This design comes from an exercise in tuning for small area, a short achievable clock period and few clock cycles on the open sky130 flow, not from production work.
Only simulation tests tie the RTL to the original design; equivalence was not proved.
No activity file was given, so power comes from the tool's default toggle rates. No driver is modelled on the clock port, so clocking that relies on it looks cheaper here than on a real chip.

### flow/run.sh
#!/bin/bash
# synth_recipe.tcl (not shown) runs the flow's synth.tcl, then flattens the netlist and writes it again
# the make line also repeats each setting of config.mk as NAME=value (left out here)
make -C /OpenROAD-flow-scripts/flow DESIGN_CONFIG=/design/flow/config.mk WORK_HOME=/design/flow/orfs CLKGATE_MAP_FILE= SYNTH_SCRIPT=/design/flow/synth_recipe.tcl finish
### flow/config.mk
export PLATFORM = sky130hd
export DESIGN_NAME = memsys
export DESIGN_NICKNAME = memsys
export VERILOG_FILES = /design/flow/design.v
export SDC_FILE = /design/flow/constraint.sdc
export NUM_CORES = 4
export LEC_CHECK = 0
export CAP_MARGIN = 30
export CORE_MARGIN = 2
export CORE_UTILIZATION = 30
export SETUP_SLACK_MARGIN = 2.5
export SLEW_MARGIN = 40
export SYNTH_HIERARCHICAL = 1
export SYNTH_MINIMUM_KEEP_SIZE = 0
### flow/constraint.sdc
create_clock -name core_clock -period 9.0 [get_ports {clk}]
set_input_delay 1.8000 -clock core_clock [delete_from_list [all_inputs] [get_ports {clk}]]
set_output_delay 1.8000 -clock core_clock [all_outputs]
set_load 0.01 [all_outputs]
### flow/design.v
`timescale 1 ns / 1 ps
module dec4
(
input [3:0] a,
output [15:0] y
);
assign y = 16'b1 << a;
endmodule
module rctl
(
input [3:0] c,
input rw,
output [15:0] lo,
output [15:0] hi
);
genvar b;
generate
for (b = 0; b < 16; b = b + 1) begin : g
  assign lo[b] = ~rw & (c <= b);
  assign hi[b] = ~rw & (c > b);
end
endgenerate
endmodule
module wctl
(
input [3:0] c,
input [3:0] ctrl,
input we,
output [15:0] lo,
output [15:0] hi
);
genvar b;
generate
for (b = 0; b < 16; b = b + 1) begin : g
  wire [3:0] off = b - c;
  wire in = we & (off < ctrl);
  assign lo[b] = in & (c <= b);
  assign hi[b] = in & (c > b);
end
endgenerate
endmodule
module selgen
(
input [15:0] oh,
input lo,
input hi,
output [15:0] y
);
assign y = ({16{lo}} & oh) | ({16{hi}} & {oh[14:0], 1'b0});
endmodule
module mxi
(
input a,
input b,
input s,
input sn,
output y
);
assign y = ~((a & s) | (b & sn));
endmodule
module mxo
(
input an,
input bn,
input n1,
input n2,
output y
);
assign y = ~((an | n1) & (bn | n2));
endmodule
module rot16
(
input [127:0] x,
input [3:0] s,
input [15:0] keep,
output [127:0] y
);
wire [127:0] t1n, t2, t4n;
wire [3:0] sn = ~s;
wire [15:0] n1 = ~(keep & {16{sn[3]}});
wire [15:0] n2 = ~(keep & {16{s[3]}});
genvar k, i;
generate
for (k = 0; k < 16; k = k + 1) begin : by
  for (i = 0; i < 8; i = i + 1) begin : bi
    mxi m1(.a(x [8*((k + 1) % 16) + i]), .b(x [8*k + i]), .s(s[0]), .sn(sn[0]), .y(t1n[8*k + i]));
    mxi m2(.a(t1n[8*((k + 2) % 16) + i]), .b(t1n[8*k + i]), .s(s[1]), .sn(sn[1]), .y(t2[8*k + i]));
    mxi m4(.a(t2 [8*((k + 4) % 16) + i]), .b(t2 [8*k + i]), .s(s[2]), .sn(sn[2]), .y(t4n[8*k + i]));
    mxo m8(.an(t4n[8*k + i]), .bn(t4n[8*((k + 8) % 16) + i]), .n1(n1[k]), .n2(n2[k]), .y(y[8*k + i]));
  end
end
endgenerate
endmodule
`timescale 1 ns / 1 ps
module slave_bank
(
input clk,
input a_rst,
input [15:0] wen,
input [7:0] wd,
input [15:0] rsel,
input [7:0] din,
output [7:0] x
);
wire [127:0] rows;
reg [7:0] acc;
integer r;
genvar g;
generate
for (g = 0; g < 16; g = g + 1) begin : row
  reg [7:0] q;
  always @(posedge clk, posedge a_rst)
    if (a_rst)
      q <= 8'd0;
    else if (wen[g])
      q <= wd;
  assign rows[8*g +: 8] = q;
end
endgenerate
always @* begin
  acc = din;
  for (r = 0; r < 16; r = r + 1)
    acc = acc | (rows[8*r +: 8] & {8{rsel[r]}});
end
assign x = acc;
endmodule
`timescale 1 ns / 1 ps
module memsys
(
input clk,
input a_rst,
input CMD_RCVD,
input rw,
input [7:0] addr,
input [3:0] ctrl,
input [119:0] data15,
output done,
output [119:0] answer
);
wire go = CMD_RCVD & ~a_rst;
wire we = go & rw;
assign done = go;
wire [3:0] c = addr[3:0];    
wire [15:0] oh;              
dec4 drow(.a(addr[7:4]), .y(oh));
wire [15:0] rlo, rhi, wlo, whi;
rctl rc(.c(c), .rw(rw), .lo(rlo), .hi(rhi));
wctl wc(.c(c), .ctrl(ctrl), .we(we), .lo(wlo), .hi(whi));
wire [15:0] keep;
genvar k;
generate
for (k = 0; k < 16; k = k + 1) begin : kp
  assign keep[k] = rw | (k < ctrl);
end
endgenerate
wire [127:0] x;     
wire [127:0] y;     
wire [127:0] din = rw ? {8'b0, data15} : 128'd0;
rot16 rot(.x(x), .s(rw ? 4'd0 - c : c), .keep(keep), .y(y));
assign answer = y[119:0];
genvar b;
generate
for (b = 0; b < 16; b = b + 1) begin : bank
  wire [15:0] wen, rsel;
  selgen ws(.oh(oh), .lo(wlo[b]), .hi(whi[b]), .y(wen));
  selgen rs(.oh(oh), .lo(rlo[b]), .hi(rhi[b]), .y(rsel));
  slave_bank sb(.clk(clk), .a_rst(a_rst), .wen(wen), .wd(y[8*b +: 8]),
                .rsel(rsel), .din(din[8*b +: 8]), .x(x[8*b +: 8]));
end
endgenerate
endmodule
==> results by group, run 1 <==
Status
  • Status: complete, no violations

Timing
  • RSZ-0062 raised after global routing: yes
  • Worst Setup Slack, final: ~1500 ps
  • Hold WS: 504 ps
  • Worst-margin pin slew: approximately 1000 ps
  • Final Slew Violations: 0
  • Final Skew: 120 ps
  • Final setup vio count: 0
  • Final Hold Fails: 0
  • Rel. slew slack: between 30% and 40%
  • Final setup TNS: 0 ps
  • Final min period: 7460 ps
  • Period utilisation layout: between 80% and 90%
  • Highest Clock Rate: approximately 130 MHz

Layout
  • Nets@finish: roughly 8,700
  • Layout area overhead: 26.3%
  • Max reg flops: around 2,000
  • Post-Layout Cell Count: 13,300
  • FILL cells: 32,200
  • Layout cell share with drive strength beyond 1: roughly 56%
  • FF/Latch Area: roughly 0.051 mm^2
  • Top Registers: bank.sb.row.q (2048)
  • Reg with most FFs: bank.sb.row.q
  • Multi-input gate area: around 0.051 mm^2

Detailed routing
  • Wire length per cell: roughly 32 um
  • Via Count: approximately 78,000
  • WL final: approximately 430,000 um
  • DRC errors left: 0
  • Detailed-route vias per instance: between 5 and 6
  • DR iter-0 viols: 9,213
  • Final ANT Viol Nets: 0
  • Drt pass-1 iters: 7

Worst setup path
  • Setup slack, reg-to-reg: approximately 5300 ps
  • Startpoint Class: input port
  • CP endpoint kind: output pin
  • Crit Reg-Reg Startpoint: bank[4].sb.row[6].q[2]
  • Critical Path Fanout Max: 7
  • CP required: approximately 7200 ps
  • Register-to-Register Path Depth: 11
  • Reg-to-reg endpoint: bank[7].sb.row[10].q[2]
  • Critical path data arrival time: between 5000 and 6000 ps
  • Crit Path Category: in2out

Synth
  • Post-Synth Adder-Cell Area: 0.509%
  • Post-synthesis mux area share: around 22%
  • Ys Warns: 7
  • Most used DFF post-synth: dfrtp_1
  • Avg Synthesized Cell Area: ~13 um^2
  • Post-synth ARST share: 100%
  • Largest family of logic cells by synthesized area: multiplexers
  • Synth unique cells: 70
  • Synth top area share: between 40% and 50%
  • Post-synthesis sequential area ratio: roughly half
  • Cell taking the most area after synthesis: dfrtp_1
  • Synth Area in Simple Gates: between 3 and 4%
  • Post-Syn Instances: 7,653
  • XOR/XNOR share of the synthesized area: 0.119%
  • Number of synthesized flops with an enable pin: 0
  • Cell area after synthesis: between 0.1 and 0.15 mm^2
  • Flops & latches, synth: between 2,000 and 2,500
  • Compound-Gate Fraction of Synth Area: between 10% and 20%
  • Area contributors post-synth: dfrtp_1 (50%), mux2_2 (22%), a22oi_2 (4.7%)

Floorplan
  • I/O pins: 257
  • Full die area: 0.349 mm^2
  • Initial Util: between 30% and 40%
  • Die width: 591 um
  • Die H: between 500 and 600 um
  • Rows: ~220
  • Core Area: around 0.34 mm^2

Power and ir drop
  • Clk network pwr share: a little over a third
  • Pint: roughly 19 mW
  • Total Power: approximately 27 mW
  • Leakage power: 58.0 nW
  • Sequential Power Share: about two fifths
  • Total power divided by cell area: roughly 200 mW/mm^2
  • Peak VDD IR: 0.177 mV
  • Logic pwr share: 21.5%
  • Net Sw Frac: a little under a third
  • Psw: ~8 mW

Clocking
  • CTS tree: done
  • Post-CTS Hold Buffers: 0
  • Num CTS Buffers: ~220
  • Sink Count: 2,048
  • CTS H-tree lvls: 4
  • CTS clk-pin slew, worst paths: approximately 50 ps
  • Worst skew pair latency: 960 ps
  • Max clock buf depth: 4
  • Root Buffer Master: clkbuf_16

Hold path
  • Hold Path Class: reg2reg
  • Hold Path Stages: 1
  • Hold path startpoint: bank[6].sb.row[15].q[5]
  • Hold EP: bank[6].sb.row[15].q[5]

Place
  • Place WS: between 20 and 25 ps
  • Placed cells: 12,200
  • GPL Wtd Cong: 0.958
  • Dpl hpwl: between 200,000 and 300,000 um
  • Port Buffers: 256

GRT
  • Grt ovf: 0
  • First-pass GRT wire length: ~610,000 um
  • Initial antenna violation count: 26
  • GRT Overall Usage: 23.9%
  • Vias in the first global route: a little under 80,000
  • Largest net degree at the start of global routing: between 100 and 150

Run
  • Max Cap Viol: 0
## power groups by stage
stage / sequential, mW / clock [mW] / combinational, mW
after global routing: 11.3 / 10.2 / 5.91
final: 11.2 / 9.70 / 5.72
after CTS: 11.1 / 9.80 / 5.47
after global placement: 11.2 / 0 / 4.64
after detailed placement: 11.3 / 0 / 4.75
after floorplan: 11.1 / 0 / 2.68
## cells in the final DEF (no fill, tap or decap), drive strengths merged, types with 15 or more instances in the layout
cell / n
clkdlybuf4s50: 126
diode: 16
a222oi: 128
clkbuf: 324
dfrtp: 2048
clkinv: 69
inv: 60
a21oi: 154
bufbuf: 16
nand2: 40
a22oi: 896
nor4b: 15
a22o: 608
buf: 1233
a221oi: 131
ha: 42
nand2b: 26
nand4: 128
bufinv: 21
and2: 156
nor2: 27
and4: 129
o22ai: 128
mux2: 2048
## modules after synthesis (local to each module, per instance)
module / copies in the design / cell area, um^2 / flip-flops and latches / cells inside
dec4: 1 / 226 / 0 / 20
memsys: 1 / 1050 / 0 / 175
mxi: 384 / 12.5 / 0 / 1
mxo: 128 / 6.26 / 0 / 1
rctl: 1 / 323 / 0 / 54
rot16: 1 / 189 / 0 / 38
selgen: 32 / 181 / 0 / 19
slave_bank: 16 / 5530 / 128 / 377
wctl: 1 / 1590 / 0 / 214
## worst max path at each step
| stage | endpoint | start | slack [ps] |
|---|---|---|---|
| floorplan | answer[0] | rw | -3060 |
| CTS | answer[97] | addr[7] | 1700 |
| finish | answer[58] | addr[4] | 1540 |
| global route | answer[58] | addr[4] | 1620 |
| detailed placement | answer[28] | addr[4] | 20 |
| global placement | answer[28] | addr[4] | 6 |
## cells in the mapped netlist (26+ instances only)
library cell and number:
buf_2 316, clkbuf_1 148, a22oi_2 384, nand4_1 128
a221oi_2 128, mux2_2 2048, a22o_2 128, inv_1 52
and4_1 129, nand2b_1 26, buf_8 32, a21oi_1 151
ha_1 42, dfrtp_1 2048, clkbuf_2 119, a22oi_1 512
o22ai_1 128, and2_2 32, buf_6 117, nand2_1 40
a22o_1 480, buf_4 42, and2_1 124, a222oi_1 128
nor2_1 26
## layout make-up
| type | instances | share of cell area (%) |
|---|---|---|
| inverters | 54 | 0.212 |
| clock buffers | 317 | 4.98 |
| diodes | 16 | 0.0307 |
| flip-flops and latches | 2048 | 39.3 |
| repair buffers | 1383 | 11.1 |
| well taps | 4557 | 4.37 |
| multi-input cells | 4784 | 39.1 |
| clock inverters | 98 | 0.946 |
## per-layer routing
| layer | GRT usage [%] | vias to the layer above | share of wire [%] |
|---|---|---|---|
| met5 | 0 | - | 0.026 |
| li1 | - | 31600 | - |
| met2 | 35.9 | 4100 | 44 |
| met1 | 30.8 | 41700 | 40 |
| met4 | 15.3 | 16 | 7.6 |
| met3 | 5.69 | 1034 | 8.9 |
## stage by stage
| step | instance area, um^2 | utilization (%) |
|---|---|---|
| after CTS | 129000 | 37.6 |
| after floorplan | 103000 | - |
| after global routing | 130000 | 38.1 |
| final | 130000 | 38.1 |
| after detailed placement | 112000 | 32.7 |
| after global placement | 112000 | 32.7 |
## critical path, cell delays in order
cell	delay, ps
buf_12	120
buf_6	120
and4bb_4	290
buf_6	180
buf_8	140
a22o_4	280
a222oi_1	460
nand4_1	570
buf_4	360
a22oi_2	200
buf_4	150
a22oi_2	50
buf_4	180
a22oi_2	260
o22ai_4	230
buf_6	230
## kinds of logic (layout without fill, tap and decap cells)
logic type / Yosys count / after routing
mux: 2048 / 2048
flops: 2048 / 2048
xor+xnor: 14 / 14
buf+inv: 830 / 1852
simple gates: 569 / 571
other cells: 3 / 26
compound gates: 2099 / 2099
fa+ha+maj: 42 / 42
## what timing repair did
action | 4_1_cts | 5_1_grt
setup endpoints to repair | 120 | 120
gates cloned | 37 | 0
gates resized for setup | 1412 | 144
buffers inserted | 499 | 104
pin swaps | 442 | 212
Testbench counts, summed over its fixed seeds: cycles 4,800.
==> run 2, diff against run 1 <==
==> flow/flow/run.sh (new file) <==
#!/bin/bash
# Layout flow: the standard synthesis, then the standard ORFS layout
# with two changes: the port buffers are buf_4 cells (the default choice is
# a slow delay cell), and the resizer may swap cells across footprints.
set -euo pipefail
bash standard.sh synth > synth.log 2>&1
bash standard.sh 'BUFFER_PORTS_ARGS=-buffer_cell sky130_fd_sc_hd__buf_4' \
  MATCH_CELL_FOOTPRINT=0 finish > layout.log 2>&1
test -s out/final.def
==> flow/standard.sh (new file) <==
#!/bin/bash
# synth_recipe.tcl (not shown) runs the flow's synth.tcl, then flattens the netlist and writes it again
# the make line also repeats each setting of config.mk as NAME=value (left out here)
make -C /OpenROAD-flow-scripts/flow DESIGN_CONFIG=/design/flow/config.mk WORK_HOME=/design/flow/orfs CLKGATE_MAP_FILE= SYNTH_SCRIPT=/design/flow/synth_recipe.tcl "${@:-finish}"
--- a/flow/config.mk
+++ b/flow/config.mk
@@ -9,3 +9,3 @@
 export CORE_MARGIN = 2
-export CORE_UTILIZATION = 30
+export CORE_UTILIZATION = 65
 export SETUP_SLACK_MARGIN = 2.5
removed: flow/run.sh
==> run 2 against run 1 <==
Fmax increased by 4.8%. Core utilization rose by 40 points. Final area is 5.3% lower. Clock power fell by about 10%. Worst setup slack better by 340 ps. Worst hold slack better by 1.7 ps. Critical path type unchanged. Largest cell class unchanged.
==> results by group, run 2 <==
Layout
  • Finished Core Util: 78.2%
  • Design area: roughly 0.12 mm^2
  • Reg with most FFs: bank.sb.row.q
  • Layout area overhead: 19.6%
  • Nets@finish: ~8,400
  • Commonest cells after routing, fill and taps aside: mux2_2 (2,048), dfrtp_1 (2,048), buf_4 (706), a22oi_1 (456), a22oi_2 (440)
  • Max reg flops: between 2,000 and 2,500
  • Layout cell share with drive strength beyond 1: between 50% and 60%
  • FILL cells: 9,511
  • Top Registers: bank.sb.row.q (2048)

Synth
  • Post-Syn Instances: between 7,000 and 8,000
  • Post-Synth Adder-Cell Area: less than 1%
  • Synth Area in Simple Gates: around 3.8%
  • Number of synthesized flops with an enable pin: 0
  • Synth unique cells: 70
  • Area contributors post-synth: dfrtp_1 (50%), mux2_2 (22%), a22oi_2 (4.7%)
  • Ys Warns: 7
  • Synth top area share: roughly half
  • Largest family of logic cells by synthesized area: multiplexers
  • Most frequent cells after synthesis: dfrtp_1 (2,048), mux2_2 (2,048), a22oi_1 (512), a22o_1 (480), a22oi_2 (384)
  • Avg Synthesized Cell Area: about 13 um^2
  • Flops & latches, synth: 2,048
  • Most used DFF post-synth: dfrtp_1
  • Compound-Gate Fraction of Synth Area: about a fifth
  • XOR/XNOR share of the synthesized area: 0.119%
  • Cell taking the most area after synthesis: dfrtp_1
  • Post-synthesis sequential area ratio: 49.6%
  • Post-synth ARST share: between 90% and 100%
  • Cell area after synthesis: 0.103 mm^2
  • Post-synthesis mux area share: 22.3%

Worst setup path
  • Setup slack, reg-to-reg: between 5000 and 6000 ps
  • CP endpoint kind: output pin
  • Critical Path Fanout Max: 7
  • Critical path data arrival time: between 5000 and 6000 ps
  • Crit Reg-Reg Startpoint: bank[6].sb.row[0].q[6]
  • Setup crit end: answer[6]
  • Worst path most repeated cell: a22oi_2
  • Crit Path Category: in2out
  • CP required: 7200 ps
  • Reg-to-reg endpoint: bank[7].sb.row[1].q[6]
  • Startpoint Class: input port
  • Worst setup path start: addr[2]
  • Crit-path cells: buf_16 -> buf_12 -> nand2b_4 -> o21ai_4 -> buf_2 -> a22o_1 -> buf_4 -> a221oi_2 -> nand4_1 -> buf_4 -> a22oi_2 -> a22oi_2 -> a22oi_2 -> buf_6 -> o22ai_4 -> buf_12 -> buf_6
  • Crit path largest cell delay: roughly 570 ps
  • CP max stage cell: nand4_1
  • Register-to-Register Path Depth: 13

Place
  • GPL Wtd Cong: ~1.0
  • DP Area: between 0.1 and 0.15 mm^2
  • Place WS: between 600 and 700 ps
  • Port Buffers: roughly 260
  • Dpl hpwl: 250,000 um

GRT
  • Vias in the first global route: roughly 77,000
  • Grt ovf: 0
  • GRT Overall Usage: a little under half
  • First-pass GRT wire length: 562,000 um
  • Largest net degree at the start of global routing: roughly 130
  • Initial antenna violation count: 9

Clocking
  • Sink Count: ~2,000
  • CTS tree: done
  • Num CTS Buffers: between 200 and 250
  • CTS H-tree lvls: 4
  • Post-CTS Hold Buffers: 0
  • Worst skew pair latency: ~900 ps
  • CTS clk-pin slew, worst paths: 50 ps
  • Root Buffer Master: clkbuf_16
  • Max clock buf depth: 3

Floorplan
  • Initial Util: about two thirds
  • Full die area: approximately 0.16 mm^2
  • Die width: around 400 um
  • Rows: 146
  • Die H: slightly above 400 um
  • I/O pins: 257
  • Core Area: 0.158 mm^2

Timing
  • RSZ-0062 raised after global routing: yes
  • Period utilisation layout: roughly four fifths
  • Worst Setup Slack, final: approximately 1900 ps
  • Highest Clock Rate: 141 MHz
  • Final Slew Violations: 0
  • Final setup TNS: 0 ps
  • Worst-margin pin slew: around 930 ps
  • Final min period: 7120 ps
  • Final Hold Fails: 0
  • Final Skew: 62.9 ps
  • Rel. slew slack: a little under two fifths
  • Final setup vio count: 0

Detailed routing
  • DRC errors left: 0
  • Final ANT Viol Nets: 0
  • WL final: 393,000 um
  • DR iter-0 viols: around 11,000
  • Wire length per cell: 37.5 um
  • Detailed-route vias per instance: ~7.5
  • Drt pass-1 iters: 10
  • Via Count: 78,900

Power and ir drop
  • Leakage power: about 56 nW
  • Total power divided by cell area: 205 mW/mm^2
  • Peak VDD IR: about 0.24 mV

Run
  • Max Cap Viol: 0

Status
  • Status: complete, no violations

Hold path
  • Hold Path Class: reg2reg
## run 2: cell counts after synthesis
No cell type changed its count.
## run 2: metal layers
layer	vias up	track usage, %	share of wire (%)
li1	31100	-	-
met1	40800	61.2	36
met2	5474	68.3	42
met3	1547	14.8	12
met4	4	35.7	9.4
met5	-	0	0.0056
## run 2: repair_timing
item	4_1_cts	5_1_grt
cloned	44	1
pin swaps	382	213
setup endpoints to repair	120	120
gates resized for setup	815	165
setup buffers	449	91
## run 2: how the worst min path moves through the flow
stage	startpoint	end	slack (ps)	cells after the start
6_report	bank[5].sb.row[2].q[4]	bank[5].sb.row[2].q[4]	510	1
3_5_place_dp	bank[13].sb.row[10].q[0]	bank[13].sb.row[10].q[0]	490	1
4_1_cts	bank[15].sb.row[11].q[1]	bank[15].sb.row[11].q[1]	510	1
3_3_place_gp	bank[5].sb.row[10].q[1]	bank[5].sb.row[10].q[1]	490	1
5_1_grt	bank[8].sb.row[8].q[1]	bank[8].sb.row[8].q[1]	510	1
2_1_floorplan	bank[0].sb.row[10].q[0]	bank[0].sb.row[10].q[0]	480	1
## run 2: modules after synthesis (local to each module, per instance), a selection
module      copies in the design  cell area, um^2  flops+latches  cells inside
wctl                           1             1590              0           214
memsys                         1             1050              0           175
selgen                        32              181              0            19
mxo                          128             6.26              0             1
slave_bank                    16             5530            128           377
dec4                           1              226              0            20
## run 2: area by class of cell
class / count / area (um^2) / area share, %
sequential: 2048 / 51200 / 41.5
multi-input combinational: 4788 / 51000 / 41.3
timing repair buffer: 1139 / 11600 / 9.41
clock buffer: 313 / 6110 / 4.95
tap: 2072 / 2590 / 2.10
clock inverter: 56 / 656 / 0.531
inverter: 54 / 282 / 0.228
antenna: 9 / 22.5 / 0.0182
## run 2: logic make-up after synthesis
family	after synthesis
AND/OR/NAND/NOR	569
XOR/XNOR	14
AO/OA/AOI/OAI	2099
multiplexers	2048
buffers and inverters	830
flip-flops	2048
other	3
adder cells (fa/ha/maj)	42
## run 2: where the power goes
| group | internal (mW) | switching [mW] | total [mW] |
|---|---|---|---|
| combinational | 2.30 | 3.11 | 5.41 |
| sequential | 10.4 | 0.766 | 11.2 |
| clock | 4.96 | 3.77 | 8.72 |
## run 2: per-stage QoR
step           power [mW]  hold WS (ps)  cells
2_1_floorplan        13.7           480   7660
3_3_place_gp         15.5           488   9511
3_5_place_dp         15.6           494   9514
4_1_cts              25.0           508  10400
5_1_grt              26.0           514  10500
6_report             25.3           506  10500
## run 2: worst max-delay path, delay by kind of cell
family | cells | cell delay, ps
AO/OA/AOI/OAI | 7 | 1290
AND/OR/NAND/NOR | 2 | 650
buffers and inverters | 8 | 1530
==> run 3, diff against run 2 <==
--- a/flow/design.v
+++ b/flow/design.v
@@ -60,11 +60,11 @@
 endmodule
-module mxo
+module ao22
 (
-input an,
-input bn,
-input n1,
-input n2,
+input a,
+input b,
+input m1,
+input m2,
 output y
 );
-assign y = ~((an | n1) & (bn | n2));
+assign y = (a & m1) | (b & m2);
 endmodule
@@ -72,3 +72,3 @@
 (
-input [127:0] x,
+input [127:0] xn,
 input [3:0] s,
@@ -77,6 +77,6 @@
 );
-wire [127:0] t1n, t2, t4n;
+wire [127:0] t1, t2n, t4;
 wire [3:0] sn = ~s;
-wire [15:0] n1 = ~(keep & {16{sn[3]}});
-wire [15:0] n2 = ~(keep & {16{s[3]}});
+wire [15:0] mk1 = keep & {16{s[3]}};
+wire [15:0] mk2 = keep & {16{sn[3]}};
 genvar k, i;
@@ -85,6 +85,6 @@
   for (i = 0; i < 8; i = i + 1) begin : bi
-    mxi m1(.a(x [8*((k + 1) % 16) + i]), .b(x [8*k + i]), .s(s[0]), .sn(sn[0]), .y(t1n[8*k + i]));
-    mxi m2(.a(t1n[8*((k + 2) % 16) + i]), .b(t1n[8*k + i]), .s(s[1]), .sn(sn[1]), .y(t2[8*k + i]));
-    mxi m4(.a(t2 [8*((k + 4) % 16) + i]), .b(t2 [8*k + i]), .s(s[2]), .sn(sn[2]), .y(t4n[8*k + i]));
-    mxo m8(.an(t4n[8*k + i]), .bn(t4n[8*((k + 8) % 16) + i]), .n1(n1[k]), .n2(n2[k]), .y(y[8*k + i]));
+    mxi m1(.a(xn [8*((k + 1) % 16) + i]), .b(xn [8*k + i]), .s(s[0]), .sn(sn[0]), .y(t1[8*k + i]));
+    mxi m2(.a(t1 [8*((k + 2) % 16) + i]), .b(t1 [8*k + i]), .s(s[1]), .sn(sn[1]), .y(t2n[8*k + i]));
+    mxi m4(.a(t2n[8*((k + 4) % 16) + i]), .b(t2n[8*k + i]), .s(s[2]), .sn(sn[2]), .y(t4[8*k + i]));
+    ao22 m8(.a(t4 [8*((k + 8) % 16) + i]), .b(t4 [8*k + i]), .m1(mk1[k]), .m2(mk2[k]), .y(y[8*k + i]));
   end
@@ -102,8 +102,6 @@
 input [7:0] din,
-output [7:0] x
+output [7:0] xn
 );
 wire [127:0] rows;
-reg [7:0] acc;
-integer r;
-genvar g;
+genvar g, i, j;
 generate
@@ -118,9 +116,28 @@
 end
+for (i = 0; i < 8; i = i + 1) begin : rd
+  wire [7:0] l1;    
+  wire [1:0] p;     
+  for (j = 0; j < 7; j = j + 1) begin : pr
+    aoi22 u(.a1(rows[8*(2*j) + i]), .a2(rsel[2*j]),
+            .b1(rows[8*(2*j+1) + i]), .b2(rsel[2*j+1]), .y(l1[j]));
+  end
+  aoi221 u7(.a1(rows[8*14 + i]), .a2(rsel[14]), .b1(rows[8*15 + i]), .b2(rsel[15]),
+            .c1(din[i]), .y(l1[7]));
+  nand4g n0(.a(l1[0]), .b(l1[1]), .c(l1[2]), .d(l1[3]), .y(p[0]));
+  nand4g n1(.a(l1[4]), .b(l1[5]), .c(l1[6]), .d(l1[7]), .y(p[1]));
+  nor2g  o (.a(p[0]), .b(p[1]), .y(xn[i]));
+end
 endgenerate
-always @* begin
-  acc = din;
-  for (r = 0; r < 16; r = r + 1)
-    acc = acc | (rows[8*r +: 8] & {8{rsel[r]}});
-end
-assign x = acc;
+endmodule
+module aoi22 (input a1, input a2, input b1, input b2, output y);
+assign y = ~((a1 & a2) | (b1 & b2));
+endmodule
+module aoi221 (input a1, input a2, input b1, input b2, input c1, output y);
+assign y = ~((a1 & a2) | (b1 & b2) | c1);
+endmodule
+module nand4g (input a, input b, input c, input d, output y);
+assign y = ~(a & b & c & d);
+endmodule
+module nor2g (input a, input b, output y);
+assign y = ~(a | b);
 endmodule
@@ -155,6 +172,6 @@
 endgenerate
-wire [127:0] x;     
+wire [127:0] xn;    
 wire [127:0] y;     
 wire [127:0] din = rw ? {8'b0, data15} : 128'd0;
-rot16 rot(.x(x), .s(rw ? 4'd0 - c : c), .keep(keep), .y(y));
+rot16 rot(.xn(xn), .s(rw ? 4'd0 - c : c), .keep(keep), .y(y));
 assign answer = y[119:0];
@@ -167,3 +184,3 @@
   slave_bank sb(.clk(clk), .a_rst(a_rst), .wen(wen), .wd(y[8*b +: 8]),
-                .rsel(rsel), .din(din[8*b +: 8]), .x(x[8*b +: 8]));
+                .rsel(rsel), .din(din[8*b +: 8]), .xn(xn[8*b +: 8]));
 end
==> flow/flow/run.sh (replaced) <==
#!/bin/bash
set -euo pipefail
bash standard.sh ABC_LOAD_IN_FF=0.5 synth > synth.log 2>&1
bash standard.sh 'BUFFER_PORTS_ARGS=-buffer_cell sky130_fd_sc_hd__buf_4' \
  MATCH_CELL_FOOTPRINT=0 finish > layout.log 2>&1
test -s out/final.def
==> run 3 against run 2 <==
Via count is 3.7% lower. Worst setup slack improved by 160 ps. Core utilization fell by 0.71 points. Clock power grew 3.7%. Largest cell class is now multi-input combinational cells. Highest routed layer unchanged.
==> results by group, run 3 <==
Timing
  • Final min period: roughly 7000 ps
  • Final setup vio count: 0
  • Final setup TNS: 0 ps
  • RSZ-0062 raised after global routing: yes
  • Highest Clock Rate: approximately 140 MHz
  • Final Skew: 51.6 ps
  • Hold WS: between 400 and 500 ps
  • Rel. slew slack: between 30% and 40%
  • Final Slew Violations: 0
  • Worst-margin pin slew: 928 ps
  • Final Hold Fails: 0
  • Period utilisation layout: 77.3%

Synth
  • Area contributors post-synth: dfrtp_1 (50%), mux2_2 (14%), a22oi_1 (9.4%)
  • Most frequent cells after synthesis: dfrtp_1 (2,048), mux2_2 (1,312), a22oi_1 (1,280), mux2_1 (736), buf_6 (455)
  • Compound-Gate Fraction of Synth Area: between 15 and 20%
  • Ys Warns: 7
  • Synth Area in Simple Gates: 3.98%
  • Flops & latches, synth: just over 2,000
  • Avg Synthesized Cell Area: roughly 14 um^2
  • Post-synth ARST share: 100%
  • Largest family of logic cells by synthesized area: multiplexers
  • Post-synthesis sequential area ratio: 50.3%
  • Most used DFF post-synth: dfrtp_1
  • Cell taking the most area after synthesis: dfrtp_1
  • Post-Syn Instances: between 7,000 and 8,000
  • Post-synthesis mux area share: a little under a quarter
  • Number of synthesized flops with an enable pin: 0
  • Synth top area share: ~50%
  • Post-Synth Adder-Cell Area: less than 1%
  • Cell area after synthesis: between 0.1 and 0.15 mm^2
  • Count leader, synth: dfrtp_1
  • XOR/XNOR share of the synthesized area: less than 1%
  • Synth unique cells: 62

Worst setup path
  • Startpoint Class: input port
  • CP max stage cell: a22o_4
  • Crit path largest cell delay: 330 ps
  • Critical path data arrival time: 5160 ps
  • Crit-path cells: buf_16 -> nand2b_4 -> buf_12 -> buf_6 -> o21ai_4 -> buf_8 -> a22o_4 -> a221oi_2 -> nand4_1 -> nor2_4 -> a22oi_1 -> a22oi_1 -> a22oi_2 -> buf_4 -> a22o_4 -> buf_4
  • CP endpoint kind: output pin
  • Critical Path Fanout Max: 8
  • CP required: approximately 7000 ps
  • Crit Path Category: in2out

Detailed routing
  • DR iter-0 viols: ~9,200
  • DRC errors left: 0
  • Detailed-route vias per instance: about 7.4
  • Drt pass-1 iters: 9
  • Final ANT Viol Nets: 0
  • Via Count: between 70,000 and 80,000
  • WL final: 367,000 um
  • Wire length per cell: around 36 um

GRT
  • Vias in the first global route: 74,400
  • Grt ovf: 0
  • GRT Overall Usage: 44.8%
  • Largest net degree at the start of global routing: 93
  • Initial antenna violation count: 13
  • First-pass GRT wire length: ~520,000 um

Place
  • Dpl hpwl: 233,000 um
  • GPL Wtd Cong: about 1.1
  • Port Buffers: ~260

Clocking
  • Sink Count: between 2,000 and 2,500
  • Worst skew pair latency: ~890 ps
  • CTS clk-pin slew, worst paths: 60 ps
  • Max clock buf depth: 3
  • CTS H-tree lvls: 4
  • CTS tree: done
  • Root Buffer Master: clkbuf_16
  • Num CTS Buffers: 205

Layout
  • Reg with most FFs: bank.sb.row.q
  • Max reg flops: 2,048
  • Commonest cells after routing, fill and taps aside: dfrtp_1 (2,048), mux2_2 (992), a22oi_1 (868), mux2_1 (736), buf_4 (500)
  • Nets@finish: around 8,000
  • Top Registers: bank.sb.row.q (2048)
  • Layout cell share with drive strength beyond 1: ~44%
  • Layout area overhead: 18.6%
  • Most common cell after layout, fill and taps aside: dfrtp_1

Power and ir drop
  • Peak VDD IR: 0.220 mV
  • Leakage power: 55.7 nW
  • Total power divided by cell area: between 200 and 250 mW/mm^2
  • Total Power: between 20 and 30 mW

Floorplan
  • I/O pins: around 260
  • Full die area: about 0.16 mm^2
  • Die H: 400 um
  • Die width: 400 um
  • Initial Util: between 60% and 70%
  • Core Area: 0.156 mm^2
  • Rows: ~150

Status
  • Status: complete, no violations

Hold path
  • Hold Path Class: reg2reg

Run
  • Max Cap Viol: 0
[run 3: kinds of logic after synthesis]
family | after synthesis
AO/OA/AOI/OAI | 2099
multiplexers | 2048
flip-flops | 2048
AND/OR/NAND/NOR | 697
buffers and inverters | 574
adder cells (fa/ha/maj) | 42
XOR/XNOR | 14
other | 3
[run 3: Yosys stat by module (local to each module, per instance)]
module | times used | area [um^2] | flops+latches | cells inside
mxi | 384 | 7.51 | 0 | 1
rctl | 1 | 300 | 0 | 54
dec4 | 1 | 195 | 0 | 20
wctl | 1 | 1540 | 0 | 214
selgen | 32 | 184 | 0 | 19
memsys | 1 | 1140 | 0 | 175
nand4g | 256 | 6.26 | 0 | 1
nor2g | 128 | 3.75 | 0 | 1
aoi22 | 896 | 7.51 | 0 | 1
aoi221 | 128 | 8.76 | 0 | 1
slave_bank | 16 | 4920 | 128 | 281
ao22 | 128 | 8.76 | 0 | 1
rot16 | 1 | 231 | 0 | 38
[run 3: through the flow]
stage	worst slack (ps)	util [%]	cell area, um^2	std cells
2_1_floorplan	580	-	103000	7532
3_3_place_gp	665	66.9	104000	9564
3_5_place_dp	682	67.0	105000	9572
4_1_cts	2250	76.2	119000	10100
5_1_grt	2080	77.5	121000	10200
6_report	2040	77.5	121000	10200
[run 3: final timing paths]
| check | endpoint | startpoint | slack, ps | depth (start not counted) |
|---|---|---|---|---|
| hold reg to reg | bank[13].sb.row[9].q[1] | bank[13].sb.row[9].q[1] | 490 | 1 |
| max in group asynchronous | bank[15].sb.row[10].q[0] | a_rst | 5950 | 5 |
| setup / recovery | answer[118] | rw | 2040 | 16 |
| hold / removal | bank[13].sb.row[9].q[1] | bank[13].sb.row[9].q[1] | 490 | 1 |
| setup reg to reg | bank[15].sb.row[8].q[5] | bank[14].sb.row[2].q[5] | 5750 | 9 |
| min in group asynchronous | bank[10].sb.row[14].q[1] | a_rst | 1380 | 3 |
[run 3: layout make-up]
type / count / area (um^2)
multi-input combinational: 4916 / 51900
sequential: 2048 / 51200
fill: 9425 / 35100
timing repair buffer: 752 / 7760
clock buffer: 301 / 6030
tap: 2058 / 2570
clock inverter: 76 / 1090
inverter: 54 / 284
antenna: 10 / 25.0
[run 3: report_power, final]
group	total [mW]	switching, mW	internal (mW)
combinational	5.38	3.12	2.26
sequential	11.6	0.893	10.7
clock	9.04	3.81	5.23
[run 3: metal layers]
| layer | up-vias | GRT usage, % | routed length [um] |
|---|---|---|---|
| met3 | 1198 | 13.6 | 44200 |
| met1 | 39600 | 59.6 | 137000 |
| met4 | 14 | 28.7 | 28600 |
| li1 | 30500 | - | - |
| met2 | 4747 | 63.9 | 157000 |
| met5 | - | 0 | 94 |
[run 3: critical path, delay by kind of cell]
family	cells	cell delay, ps
buffers and inverters	6	940
AND/OR/NAND/NOR	3	780
AO/OA/AOI/OAI	7	1620
[run 3: timing repair]
item                       4_1_cts  5_1_grt
pin swaps                      360      288
setup endpoints to repair      120      120
gates cloned                    29        7
resized for setup             1045      275
hold buffers                     0        0
buffers inserted               170       49
Testbench counts of run 3, summed over its fixed seeds: cycles 4,800.
==> run 4, diff against run 3 <==
--- a/flow/design.v
+++ b/flow/design.v
@@ -160,4 +160,11 @@
 wire [3:0] c = addr[3:0];    
-wire [15:0] oh;              
-dec4 drow(.a(addr[7:4]), .y(oh));
+wire [15:0] woh;
+dec4 dw(.a(addr[7:4]), .y(woh));
+wire [63:0] roh;
+genvar q;
+generate
+for (q = 0; q < 4; q = q + 1) begin : rdec
+  dec4 dr(.a(addr[7:4]), .y(roh[16*q +: 16]));
+end
+endgenerate
 wire [15:0] rlo, rhi, wlo, whi;
@@ -181,4 +188,4 @@
   wire [15:0] wen, rsel;
-  selgen ws(.oh(oh), .lo(wlo[b]), .hi(whi[b]), .y(wen));
-  selgen rs(.oh(oh), .lo(rlo[b]), .hi(rhi[b]), .y(rsel));
+  selgen ws(.oh(woh), .lo(wlo[b]), .hi(whi[b]), .y(wen));
+  selgen rs(.oh(roh[16*(b/4) +: 16]), .lo(rlo[b]), .hi(rhi[b]), .y(rsel));
   slave_bank sb(.clk(clk), .a_rst(a_rst), .wen(wen), .wd(y[8*b +: 8]),
==> flow/flow/run.sh (replaced) <==
#!/bin/bash
set -euo pipefail
bash standard.sh ABC_LOAD_IN_FF=0.5 synth > synth.log 2>&1
bash standard.sh 'BUFFER_PORTS_ARGS=-buffer_cell sky130_fd_sc_hd__buf_4' \
  MATCH_CELL_FOOTPRINT=0 \
  'CTS_ARGS=-sink_clustering_enable -repair_clock_nets -dont_use_dummy_load' \
  finish > layout.log 2>&1
test -s out/final.def
--- a/flow/config.mk
+++ b/flow/config.mk
@@ -14 +14,2 @@
 export SYNTH_MINIMUM_KEEP_SIZE = 0
+export TNS_END_PERCENT = 0
==> run 4 against run 3 <==
Routed wire length fell by 2.6%. Cell count fell by 1.2%. Clock skew increased by 41 ps. Worst hold slack got worse by 2.9 ps. Clock power decreased by 19%. Count of clock-buffer cells in the layout decreased by 95. Still clean. Non-clock buffer count shrank 16. Largest cell class is now sequential cells. First-iteration DRC count is 5.2% lower. Die area increased by 0.76%. Fmax down 0.95%. Global-route usage is 1.2 points lower. Critical path type unchanged.
==> results by group, run 4 <==
Floorplan
  • Die H: ~400 um
  • Core Area: approximately 0.16 mm^2
  • I/O pins: approximately 260
  • Rows: around 150
  • Initial Util: between 60% and 70%
  • Die width: between 400 and 500 um
  • Full die area: 0.161 mm^2

Synth
  • Synth unique cells: 62
  • Ys Warns: 7
  • Synth top area share: around half
  • Cell taking the most area after synthesis: dfrtp_1
  • Post-synth ARST share: 100%
  • Count leader, synth: dfrtp_1
  • Cell area after synthesis: between 0.1 and 0.15 mm^2
  • Flops & latches, synth: 2,048
  • Post-synthesis sequential area ratio: around 50%
  • Most frequent cells after synthesis: dfrtp_1 (2,048), mux2_2 (1,312), a22oi_1 (1,280), mux2_1 (736), buf_6 (463)
  • Area contributors post-synth: dfrtp_1 (50%), mux2_2 (14%), a22oi_1 (9.4%)
  • Most used DFF post-synth: dfrtp_1
  • Post-Syn Instances: roughly 7,600
  • Avg Synthesized Cell Area: approximately 14 um^2
  • Number of synthesized flops with an enable pin: 0

Timing
  • Final setup TNS: 0 ps
  • Final Hold Fails: 0
  • Rel. slew slack: 35.7%
  • Final Skew: approximately 92 ps
  • Worst-margin pin slew: 965 ps
  • Period utilisation layout: 78.1%
  • Highest Clock Rate: 142 MHz
  • Final min period: about 7000 ps
  • RSZ-0062 raised after global routing: yes
  • Final Slew Violations: 0
  • Final setup vio count: 0

Hold path
  • Hold Path Stages: 1
  • Hold Path Class: reg2reg

Detailed routing
  • Routed met3 length: 38,300 um
  • DRC errors left: 0
  • WL final: approximately 360,000 um
  • DR iter-0 viols: a little under 9,000
  • Drt pass-1 iters: 6
  • Metal-1 WL: 138,000 um
  • Via Count: approximately 75,000
  • Detailed-route vias per instance: 7.45
  • Final ANT Viol Nets: 0
  • Wire length per cell: about 35 um
  • Met2 routed WL: around 150,000 um
  • Top Layer Used: met5

Layout
  • Layout area overhead: 13.5%
  • Top Registers: bank.sb.row.q (2048)
  • Nets@finish: ~8,000
  • Reg with most FFs: bank.sb.row.q
  • Layout cell share with drive strength beyond 1: roughly two fifths
  • Max reg flops: 2,048
  • Finished Core Util: approximately three quarters
  • Commonest cells after routing, fill and taps aside: dfrtp_1 (2,048), mux2_2 (1,312), a22oi_1 (975), mux2_1 (736), buf_4 (608)
  • Most common cell after layout, fill and taps aside: dfrtp_1

Worst setup path
  • Critical Path Fanout Max: 8
  • Startpoint Class: input port
  • CP endpoint kind: output pin
  • CP required: between 7000 and 8000 ps
  • Crit Path Category: in2out
  • Critical path data arrival time: ~5200 ps
  • Register-to-Register Path Depth: 9

GRT
  • GRT Overall Usage: around 44%
  • Largest net degree at the start of global routing: between 100 and 150
  • Initial antenna violation count: 15
  • Vias in the first global route: 74,400
  • First-pass GRT wire length: 517,000 um
  • Grt ovf: 0

Power and ir drop
  • Leakage power: between 50 and 60 nW
  • Peak VDD IR: 0.231 mV
  • Total power divided by cell area: 205 mW/mm^2

Clocking
  • Sink Count: about 2,000
  • CTS H-tree lvls: 4
  • Max clock buf depth: 3
  • CTS tree: done
  • Root Buffer Master: clkbuf_16
  • Worst skew pair latency: 860 ps
  • Post-CTS Hold Buffers: 0
  • CTS clk-pin slew, worst paths: around 50 ps
  • Num CTS Buffers: 206

Place
  • Port Buffers: between 200 and 300
  • GPL Wtd Cong: ~1.1
  • Dpl hpwl: 243,000 um

Run
  • Max Cap Viol: 0

Status
  • Status: complete, no violations
==> run 4: cell types whose count changed in the layout (fill, tap and decap cells not counted), moves of 53 or more <==
cell      before   now
buf_6        126    39
mux2_4       320     0
buf_4        500   608
a22oi_1      868   975
a22o_4       172   100
a22oi_2      412   305
clkbuf_8      56     3
mux2_2       992  1312
==> run 4: final timing paths <==
check | start | end | slack (ps)
max | rw | answer[69] | 1970
min | bank[8].sb.row[13].q[7] | bank[8].sb.row[13].q[7] | 480
max reg2reg | bank[14].sb.row[14].q[1] | bank[15].sb.row[10].q[1] | 5650
min reg2reg | bank[8].sb.row[13].q[7] | bank[8].sb.row[13].q[7] | 480
max in group asynchronous | a_rst | bank[9].sb.row[1].q[4] | 6370
min in group asynchronous | a_rst | bank[0].sb.row[14].q[2] | 1350
==> run 4: logic make-up after synthesis <==
logic type / after synthesis / share of synthesized area, %
XOR/XNOR: 14 / 0.119
buffers and inverters: 590 / 6.05
AND/OR/NAND/NOR: 761 / 4.56
AO/OA/AOI/OAI: 2099 / 16.4
multiplexers: 2048 / 22.5
adder cells (fa/ha/maj): 42 / 0.512
flip-flops: 2048 / 49.9
other: 3 / 0.0110
==> run 4: per-layer routing <==
layer,global-route usage (%),up-vias
li1,-,30600
met1,57.9,39400
met2,63.5,4152
met3,12.2,1057
met4,26.9,20
met5,0,-
==> run 4: what timing repair did <==
action	4_1_cts	5_1_grt
setup endpoints to repair	120	120
resized for setup	1000	175
setup buffers	101	25
pin swaps	266	139
gates cloned	19	5
==> run 4: where the power goes <==
part | internal (mW) | leakage (nW) | switching (mW)
registers | 10.7 | 27.9 | 0.843
logic | 2.02 | 23.5 | 2.97
clock network | 3.98 | 2.54 | 3.36
==> run 4: stage by stage <==
stage | instances | cell area [um^2] | setup WS [ps] | power (mW) | hold WS, ps
after floorplan | 7612 | 103000 | 495 | 14.1 | 458
after global placement | 9718 | 104000 | 422 | 15.7 | 467
after detailed placement | 9722 | 104000 | 776 | 15.9 | 475
after CTS | 10000 | 115000 | 2170 | 23.6 | 487
after global routing | 10100 | 116000 | 2040 | 24.6 | 491
final | 10100 | 117000 | 1970 | 23.9 | 483
==> run 4: layout make-up <==
cell class,count,area [um^2]
Fill cell,10200,40000
Inverter,54,278
Timing Repair Buffer,736,6880
Timing Repair inverter,2,10.0
Tap cell,2058,2570
Multi-Input combinational cell,4974,50400
Sequential cell,2048,51200
Antenna cell,10,25.0
Clock buffer,206,5150
==> run 4: per-module statistics from Yosys, one instance, submodules excluded <==
module | flip-flops and latches | cell area (um^2) | cells inside
mxi | 0 | 7.51 | 1
aoi22 | 0 | 7.51 | 1
aoi221 | 0 | 8.76 | 1
nor2g | 0 | 3.75 | 1
memsys | 0 | 1140 | 175
rot16 | 0 | 231 | 38
rctl | 0 | 300 | 54
nand4g | 0 | 6.26 | 1
slave_bank | 128 | 4920 | 281
ao22 | 0 | 8.76 | 1
selgen | 0 | 184 | 19
wctl | 0 | 1540 | 214
dec4 | 0 | 195 | 20
==> run 4: worst max-delay path: stages <==
cell      delay (ps)
buf_16           130
buf_12           140
nand2b_2         220
o21ai_4          280
buf_2            250
a22o_1           370
a22oi_1          180
nand4_1          230
nor2_4           110
a22oi_2          380
a22oi_2          150
a22oi_2          420
a22o_2           350
buf_4            160
Testbench counts of run 4, summed over its fixed seeds: cycles 4,800.
==> run 5, diff against run 4 <==
--- a/flow/flow/run.sh
+++ b/flow/flow/run.sh
@@ -5,3 +5,3 @@
   MATCH_CELL_FOOTPRINT=0 \
-  'CTS_ARGS=-sink_clustering_enable -repair_clock_nets -dont_use_dummy_load' \
+  'CTS_ARGS=-sink_clustering_enable -repair_clock_nets -dont_use_dummy_load -sink_clustering_size 30 -sink_clustering_max_diameter 150' \
   finish > layout.log 2>&1
--- a/flow/config.mk
+++ b/flow/config.mk
@@ -7,7 +7,7 @@
 export LEC_CHECK = 0
-export CAP_MARGIN = 30
+export CAP_MARGIN = 20
 export CORE_MARGIN = 2
-export CORE_UTILIZATION = 65
+export CORE_UTILIZATION = 70
 export SETUP_SLACK_MARGIN = 2.5
-export SLEW_MARGIN = 40
+export SLEW_MARGIN = 20
 export SYNTH_HIERARCHICAL = 1
==> run 5 against run 4 <==
Die area decreased by 7.1%. Area after synthesis is the same. Synthesized cell count unchanged. Non-clock buffer count decreased by 82. Global-route usage grew 2.4 points. Final area decreased by 4.0%. Routed wire length fell by 2.2%. Core utilization grew 2.3 points. Power decreased by 13%. Cell count down 3.5%. Fmax hardly changed. Sequential share of layout area rose by 1.9 points. Critical path type unchanged. Critical endpoint is now answer[3].
==> results by group, run 5 <==
Floorplan
  • Core Area: ~0.15 mm^2
  • Rows: 140
  • I/O pins: 257
  • Die H: about 390 um
  • Initial Util: 70.5%
  • Full die area: between 0.1 and 0.15 mm^2
  • Die width: slightly below 400 um

Place
  • Port Buffers: roughly 260
  • GPL Wtd Cong: about 1.1
  • Place WS: roughly 650 ps
  • Dpl hpwl: around 240,000 um
  • DP Area: approximately 0.10 mm^2

Worst setup path
  • Reg-to-reg endpoint: bank[10].sb.row[7].q[7]
  • Startpoint Class: input port
  • Critical path buffers and inverters: 4
  • CP endpoint kind: output pin
  • Crit-path cells: buf_16 -> nor4bb_2 -> buf_4 -> a22o_1 -> a22oi_1 -> nand4_1 -> nor2_4 -> a22oi_2 -> buf_4 -> a22oi_2 -> a22oi_1 -> a22o_2 -> buf_4
  • Crit path largest cell delay: approximately 430 ps
  • Critical path data arrival time: approximately 5200 ps
  • Crit Path Category: in2out
  • Crit Reg-Reg Startpoint: bank[9].sb.row[6].q[7]
  • Register-to-Register Path Depth: 10
  • Setup slack, reg-to-reg: between 5000 and 6000 ps
  • Critical Path Fanout Max: 60
  • CP required: ~7200 ps
  • Worst path most repeated cell: buf_4
  • CP max stage cell: nor4bb_2
  • CP delay by family, top: compound AO/OA/AOI/OAI gates

Hold path
  • Hold path startpoint: bank[14].sb.row[5].q[4]
  • Hold Path Stages: 1
  • Hold Path Class: reg2reg
  • Hold EP: bank[14].sb.row[5].q[4]

GRT
  • GRT Overall Usage: between 40% and 50%
  • Initial antenna violation count: 16
  • Grt ovf: 0
  • First-pass GRT wire length: 508,000 um
  • Vias in the first global route: 73,900
  • Largest net degree at the start of global routing: roughly 110

Synth
  • Post-Syn Instances: around 7,600
  • Post-synth ARST share: between 90% and 100%
  • Synth top area share: roughly half
  • Most frequent cells after synthesis: dfrtp_1 (2,048), mux2_2 (1,312), a22oi_1 (1,280), mux2_1 (736), buf_6 (463)
  • Avg Synthesized Cell Area: between 10 and 15 um^2
  • Cell area after synthesis: roughly 0.1 mm^2
  • Post-Synth Adder-Cell Area: less than 1%
  • Area contributors post-synth: dfrtp_1 (50%), mux2_2 (14%), a22oi_1 (9.4%)
  • Post-synthesis mux area share: around 22%
  • Synth Area in Simple Gates: ~4.6%
  • Synth unique cells: 62
  • Count leader, synth: dfrtp_1
  • Post-synthesis sequential area ratio: between 40% and 50%
  • Number of synthesized flops with an enable pin: 0
  • Compound-Gate Fraction of Synth Area: about 16%
  • XOR/XNOR share of the synthesized area: 0.119%
  • Most used DFF post-synth: dfrtp_1
  • Cell taking the most area after synthesis: dfrtp_1
  • Flops & latches, synth: 2,048
  • Largest family of logic cells by synthesized area: multiplexers
  • Ys Warns: 7

Timing
  • Final min period: between 7000 and 8000 ps
  • Final Hold Fails: 0
  • Worst-margin pin slew: ~1300 ps
  • Final setup vio count: 0
  • Highest Clock Rate: ~140 MHz
  • Rel. slew slack: 16.3%
  • Worst Setup Slack, final: 1980 ps
  • Final setup TNS: 0 ps
  • RSZ-0062 raised after global routing: yes
  • Final Slew Violations: 0
  • Final Skew: between 60 and 70 ps
  • Period utilisation layout: 78.0%

Clocking
  • Post-CTS Hold Buffers: 0
  • CTS H-tree lvls: 3
  • Num CTS Buffers: between 70 and 80
  • Worst skew pair latency: between 700 and 800 ps
  • Max clock buf depth: 3
  • CTS tree: done
  • Sink Count: approximately 2,000
  • CTS clk-pin slew, worst paths: approximately 110 ps
  • Root Buffer Master: clkbuf_16

Layout
  • Layout area overhead: 8.87%
  • Reg with most FFs: bank.sb.row.q
  • Top Registers: bank.sb.row.q (2048)
  • Max reg flops: between 2,000 and 2,500
  • Design area: approximately 0.11 mm^2
  • Layout cell share with drive strength beyond 1: between 30% and 40%
  • Commonest cells after routing, fill and taps aside: dfrtp_1 (2,048), mux2_2 (1,312), a22oi_1 (978), mux2_1 (736), buf_4 (562)
  • Nets@finish: approximately 8,000
  • Most common cell after layout, fill and taps aside: dfrtp_1

Detailed routing
  • Wire length per cell: roughly 36 um
  • Via Count: ~75,000
  • Detailed-route vias per instance: 7.67
  • DR iter-0 viols: approximately 8,600
  • Drt pass-1 iters: 7
  • WL final: 350,000 um
  • Final ANT Viol Nets: 0
  • DRC errors left: 0

Power and ir drop
  • Peak VDD IR: around 0.16 mV
  • Total power divided by cell area: approximately 190 mW/mm^2
  • Leakage power: roughly 52 nW

Status
  • Status: complete, no violations

Run
  • Max Cap Viol: 0
run 5: per-module statistics from Yosys, one instance, submodules excluded, a selection:
| module | area (um^2) | times used |
|---|---|---|
| wctl | 1540 | 1 |
| mxi | 7.51 | 384 |
| rot16 | 231 | 1 |
| nor2g | 3.75 | 128 |
| nand4g | 6.26 | 256 |
| aoi22 | 7.51 | 896 |
| aoi221 | 8.76 | 128 |
| memsys | 1140 | 1 |
run 5: how the worst max path moves through the flow:
stage | from | to | slack, ps | cells after the start
global placement | addr[0] | answer[88] | 650 | 12
global route | rw | answer[11] | 2070 | 16
CTS | addr[2] | answer[112] | 2210 | 14
finish | addr[7] | answer[3] | 1980 | 13
floorplan | addr[1] | answer[0] | 490 | 7
detailed placement | addr[3] | answer[64] | 650 | 13
run 5: logic make-up after synthesis:
| family | count (synthesis) |
|---|---|
| multiplexers | 2048 |
| XOR/XNOR | 14 |
| other | 3 |
| AND/OR/NAND/NOR | 761 |
| flip-flops | 2048 |
| AO/OA/AOI/OAI | 2099 |
| adder cells (fa/ha/maj) | 42 |
| buffers and inverters | 590 |
run 5: cell type report:
type / instances / area [um^2]
clock buffer: 78 / 1950
antenna: 5 / 12.5
inverter: 54 / 268
sequential: 2048 / 51200
multi-input combinational: 4976 / 50100
tap: 1917 / 2400
timing repair buffer: 654 / 5830
fill: 9026 / 33900
run 5: metrics by stage:
| stage | total power [mW] | util (%) | instances | hold slack [ps] |
|---|---|---|---|---|
| 3_5_place_dp | 15.9 | 71.1 | 9540 | 475 |
| 6_report | 20.8 | 76.7 | 9732 | 497 |
| 3_3_place_gp | 15.6 | 71.1 | 9540 | 467 |
| 4_1_cts | 20.5 | 76.1 | 9708 | 500 |
| 5_1_grt | 21.5 | 76.7 | 9729 | 509 |
| 2_1_floorplan | 14.1 | - | 7612 | 458 |
run 5: metal layers:
metal | up-vias | track usage (%) | part of all wire [%]
li1 | 30100 | - | -
met3 | 1159 | 13.2 | 12
met2 | 4409 | 66.8 | 43
met4 | 16 | 29.0 | 8.1
met1 | 39000 | 61.0 | 37
met5 | - | 0.0638 | 0.028
run 5: power by group:
group	internal, mW	switching (mW)	leakage, nW
combinational	1.99	2.96	23.0
sequential	10.7	0.847	27.9
clock	1.57	2.83	0.961
total	14.2	6.63	51.8
run 5: what timing repair did:
action,in CTS,in global routing
buffers inserted,77,16
pin swaps,310,112
setup endpoints to repair,120,120
resized for setup,1001,143
endpoints found under the hold margin,0,0
cloned,13,3
==> run 6, diff against run 5 <==
--- a/flow/design.v
+++ b/flow/design.v
@@ -8,2 +8,10 @@
 endmodule
+module dec4n
+(
+input [3:0] a,
+input en_n,
+output [15:0] y
+);
+assign y = en_n ? 16'd0 : (16'b1 << a);
+endmodule
 module rctl
@@ -11,3 +19,2 @@
 input [3:0] c,
-input rw,
 output [15:0] lo,
@@ -18,4 +25,4 @@
 for (b = 0; b < 16; b = b + 1) begin : g
-  assign lo[b] = ~rw & (c <= b);
-  assign hi[b] = ~rw & (c > b);
+  assign lo[b] = c <= b;
+  assign hi[b] = c > b;
 end
@@ -166,7 +173,8 @@
 for (q = 0; q < 4; q = q + 1) begin : rdec
-  dec4 dr(.a(addr[7:4]), .y(roh[16*q +: 16]));
-end
-endgenerate
-wire [15:0] rlo, rhi, wlo, whi;
-rctl rc(.c(c), .rw(rw), .lo(rlo), .hi(rhi));
+  dec4n dr(.a(addr[7:4]), .en_n(rw), .y(roh[16*q +: 16]));
+end
+endgenerate
+wire [15:0] rlo0, rhi0, rlo1, rhi1, wlo, whi;
+rctl rc0(.c(c), .lo(rlo0), .hi(rhi0));
+rctl rc1(.c(c), .lo(rlo1), .hi(rhi1));
 wctl wc(.c(c), .ctrl(ctrl), .we(we), .lo(wlo), .hi(whi));
@@ -187,5 +195,7 @@
 for (b = 0; b < 16; b = b + 1) begin : bank
-  wire [15:0] wen, rsel;
+  wire [15:0] wen, rsel0, rsel1;
   selgen ws(.oh(woh), .lo(wlo[b]), .hi(whi[b]), .y(wen));
-  selgen rs(.oh(roh[16*(b/4) +: 16]), .lo(rlo[b]), .hi(rhi[b]), .y(rsel));
+  selgen rs0(.oh(roh[16*(b/4) +: 16]), .lo(rlo0[b]), .hi(rhi0[b]), .y(rsel0));
+  selgen rs1(.oh(roh[16*(b/4) +: 16]), .lo(rlo1[b]), .hi(rhi1[b]), .y(rsel1));
+  wire [15:0] rsel = {rsel1[15:8], rsel0[7:0]};
   slave_bank sb(.clk(clk), .a_rst(a_rst), .wen(wen), .wd(y[8*b +: 8]),
==> flow/flow/run.sh (replaced) <==
#!/bin/bash
set -euo pipefail
bash standard.sh ABC_LOAD_IN_FF=0.5 synth > synth.log 2>&1
bash standard.sh 'BUFFER_PORTS_ARGS=-buffer_cell sky130_fd_sc_hd__buf_4' \
  MATCH_CELL_FOOTPRINT=0 \
  'CTS_ARGS=-sink_clustering_enable -repair_clock_nets -dont_use_dummy_load -sink_clustering_size 20 -sink_clustering_max_diameter 100' \
  finish > layout.log 2>&1
test -s out/final.def
==> run 6 against run 5 <==
Synthesized cell count rose by 1.5%. Global-route usage fell by 0.41 points. Power up 2.7%. Largest power group unchanged. Largest cell class unchanged. Core utilization decreased by 0.86 points. Count of clock-buffer cells in the layout is 34 higher. Clock power rose by 17%. Critical endpoint is now answer[5]. Register-to-register slack got worse by 140 ps.
==> results by group, run 6 <==
Synth
  • Post-Syn Instances: just under 8,000
  • Ys Warns: 7
  • Avg Synthesized Cell Area: 13.4 um^2
  • Cell area after synthesis: ~0.10 mm^2

Worst setup path
  • CP delay by family, top: compound AO/OA/AOI/OAI gates
  • CP required: 7200 ps
  • Reg-to-reg endpoint: bank[13].sb.row[4].q[5]
  • Crit-path cells: buf_16 -> buf_4 -> nor2_1 -> and3b_2 -> a22o_2 -> a22oi_1 -> nand4_1 -> nor2_4 -> a22oi_1 -> a22oi_2 -> a22oi_2 -> buf_6 -> a22o_4 -> buf_4
  • Critical path buffers and inverters: 4
  • Register-to-Register Path Depth: 11
  • CP max stage cell: a22o_2
  • Crit Path Category: in2out
  • Startpoint Class: input port
  • Critical Path Fanout Max: 34
  • Crit path largest cell delay: about 360 ps
  • CP endpoint kind: output pin
  • Setup slack, reg-to-reg: 5590 ps
  • Critical path data arrival time: about 5200 ps
  • Crit Reg-Reg Startpoint: bank[11].sb.row[14].q[5]

Timing
  • Rel. slew slack: 10.2%
  • Period utilisation layout: 78.1%
  • Final setup TNS: 0 ps
  • Final min period: between 7000 and 8000 ps
  • Highest Clock Rate: ~140 MHz
  • RSZ-0062 raised after global routing: yes
  • Final Skew: ~65 ps
  • Worst Setup Slack, final: approximately 2000 ps
  • Final Slew Violations: 0
  • Worst-margin pin slew: 1340 ps
  • Final Hold Fails: 0
  • Final setup vio count: 0

GRT
  • First-pass GRT wire length: 506,000 um
  • Met3 GRT Util: 13.8%
  • Top Usage Layer GRT: met2
  • GRT met1 Usage: between 60% and 70%
  • Met2 Usage GRT: 66.1%
  • Largest net degree at the start of global routing: between 100 and 150
  • GRT Overall Usage: around 46%
  • Vias in the first global route: 73,200
  • Initial antenna violation count: 11
  • Grt ovf: 0

Hold path
  • Hold path startpoint: bank[5].sb.row[5].q[0]
  • Hold EP: bank[5].sb.row[5].q[0]
  • Hold Path Stages: 1
  • Hold Path Class: reg2reg

Layout
  • Finished Core Util: about 76%
  • Multi-input gate area: about 0.05 mm^2
  • Layout cell share with drive strength beyond 1: 38.7%
  • Max reg flops: ~2,000
  • Top Registers: bank.sb.row.q (2048)
  • FF/Latch Area: 0.0512 mm^2
  • Nets@finish: 8,051
  • FILL cells: roughly 9,400
  • Post-Layout Cell Count: between 9,000 and 10,000
  • Most common cell after layout, fill and taps aside: dfrtp_1
  • Layout area overhead: 7.93%
  • Reg with most FFs: bank.sb.row.q
  • Commonest cells after routing, fill and taps aside: dfrtp_1 (2,048), mux2_2 (1,312), a22oi_1 (1,054), mux2_1 (736), buf_4 (574)

Place
  • Port Buffers: between 200 and 300
  • Placed cells: 9,613
  • Dpl hpwl: about 240,000 um
  • GPL Wtd Cong: 1.05
  • Place WS: a little under 600 ps

Detailed routing
  • WL final: approximately 350,000 um
  • Wire length per cell: about 35 um
  • DRC errors left: 0
  • Detailed-route vias per instance: between 7 and 8
  • Drt pass-1 iters: 7
  • Via Count: about 74,000
  • Final ANT Viol Nets: 0
  • DR iter-0 viols: roughly 8,700

Floorplan
  • Initial Util: between 70 and 80%
  • Die H: between 300 and 400 um
  • Core Area: approximately 0.15 mm^2
  • Die width: around 400 um
  • Full die area: about 0.15 mm^2
  • Rows: between 100 and 150
  • I/O pins: 257

Status
  • Status: complete, no violations

Clocking
  • Post-CTS Hold Buffers: 0
  • Root Buffer Master: clkbuf_16
  • Num CTS Buffers: about 110
  • Worst skew pair latency: around 790 ps
  • CTS clk-pin slew, worst paths: 80 ps
  • Max clock buf depth: 3
  • CTS tree: done
  • Sink Count: just over 2,000
  • CTS H-tree lvls: 3

Power and ir drop
  • Peak VDD IR: about 0.21 mV
  • Leakage power: about 52 nW
  • Total Power: 21.4 mW
  • Total power divided by cell area: 192 mW/mm^2

Run
  • Max Cap Viol: 0
==> run 6: timing repair <==
action	CTS	global route
gates cloned	6	0
hold endpoints to repair	0	0
resized for setup	960	37
setup endpoints to repair	120	120
pin swaps	302	25
buffers inserted	64	4
==> run 6: worst max path at each step <==
stage | startpoint | endpoint | slack, ps | depth (start not counted)
floorplan | addr[1] | answer[0] | 490 | 7
global placement | addr[1] | answer[117] | 760 | 12
detailed placement | addr[1] | answer[117] | 590 | 12
CTS | addr[1] | answer[81] | 2230 | 13
global route | addr[1] | answer[5] | 2030 | 14
finish | addr[4] | answer[5] | 1970 | 14
==> run 6: worst register-to-register path, stage by stage, from the launching register on <==
cell and delay (ps):
dfrtp_1 400, a221oi_2 320, nand4_1 230, nor2_4 390, a22oi_1 180, a22oi_1 360
a22oi_2 170, a22o_4 380, buf_4 190, buf_4 180, buf_4 190, mux2_1 310
==> run 6: metrics by stage <==
step | hold slack, ps | area [um^2]
floorplan | 458 | 103000
global placement | 467 | 104000
detailed placement | 475 | 104000
CTS | 493 | 111000
global route | 499 | 112000
finish | 489 | 112000
==> run 6: layout make-up <==
cell class                 instances  share of cell area (%)
multi-input combinational       5019                    44.4
sequential                      2048                    45.9
timing repair buffer             627                    4.75
antenna                            8                  0.0179
inverter                          65                   0.268
tap                             1930                    2.16
clock buffer                     112                    2.51
==> run 6: metal layers <==
metal	up-vias	part of all wire [%]
li1	30200	-
met1	38800	37
met2	4321	43
met3	1062	12
met4	8	7.7
met5	-	0.015
==> run 6: power by group <==
group | internal, mW | total [mW] | switching (mW)
Sequential | 10.7 | 11.5 | 0.811
Combinational | 1.92 | 4.80 | 2.88
Clock | 2.20 | 5.15 | 2.95
Testbench counts of run 6, summed over its fixed seeds: cycles 4,800.

-- static timing again, ports no longer ideal --
How much do the figures lean on ideal ports? The routed layouts below were timed once more, with nothing changed but the port constraints.
Step 1 (the two cells are an assumption about what drives the block):
set clk [get_ports {clk}]
set_driving_cell -lib_cell sky130_fd_sc_hd__clkbuf_16 $clk
set_driving_cell -lib_cell sky130_fd_sc_hd__buf_2 [delete_from_list [all_inputs] $clk]
Step 2, shift: input delay + t, output delay - t, t = (earliest + latest rising clock arrival at the registers) / 2. This alone moves slack from input paths to output paths.
a / b / c = ideal ports / drivers / drivers and shift; a / b = the first two.
| run | t (ns) | setup WS [ns] | pins driven straight from the clock port |
|---|---|---|---|
| run 1 | 0.997 | 1.544 / 1.250 / 1.250 | 1 |
| run 2 | 0.958 | 1.884 / 1.603 / 1.603 | 1 |
| run 3 | 0.957 | 2.040 / 1.557 / 1.557 | 1 |
| run 4 | 0.904 | 1.974 / 1.637 / 1.637 | 1 |
| run 5 | 0.828 | 1.980 / 1.703 / 1.703 | 1 |
| run 6 | 0.849 | 1.974 / 1.648 / 1.648 | 1 |
After both steps setup and hold are still met in every run listed. The setup slack of run 3, which loses most, moves by -0.483 ns with the drivers and by -0.483 ns with both steps.
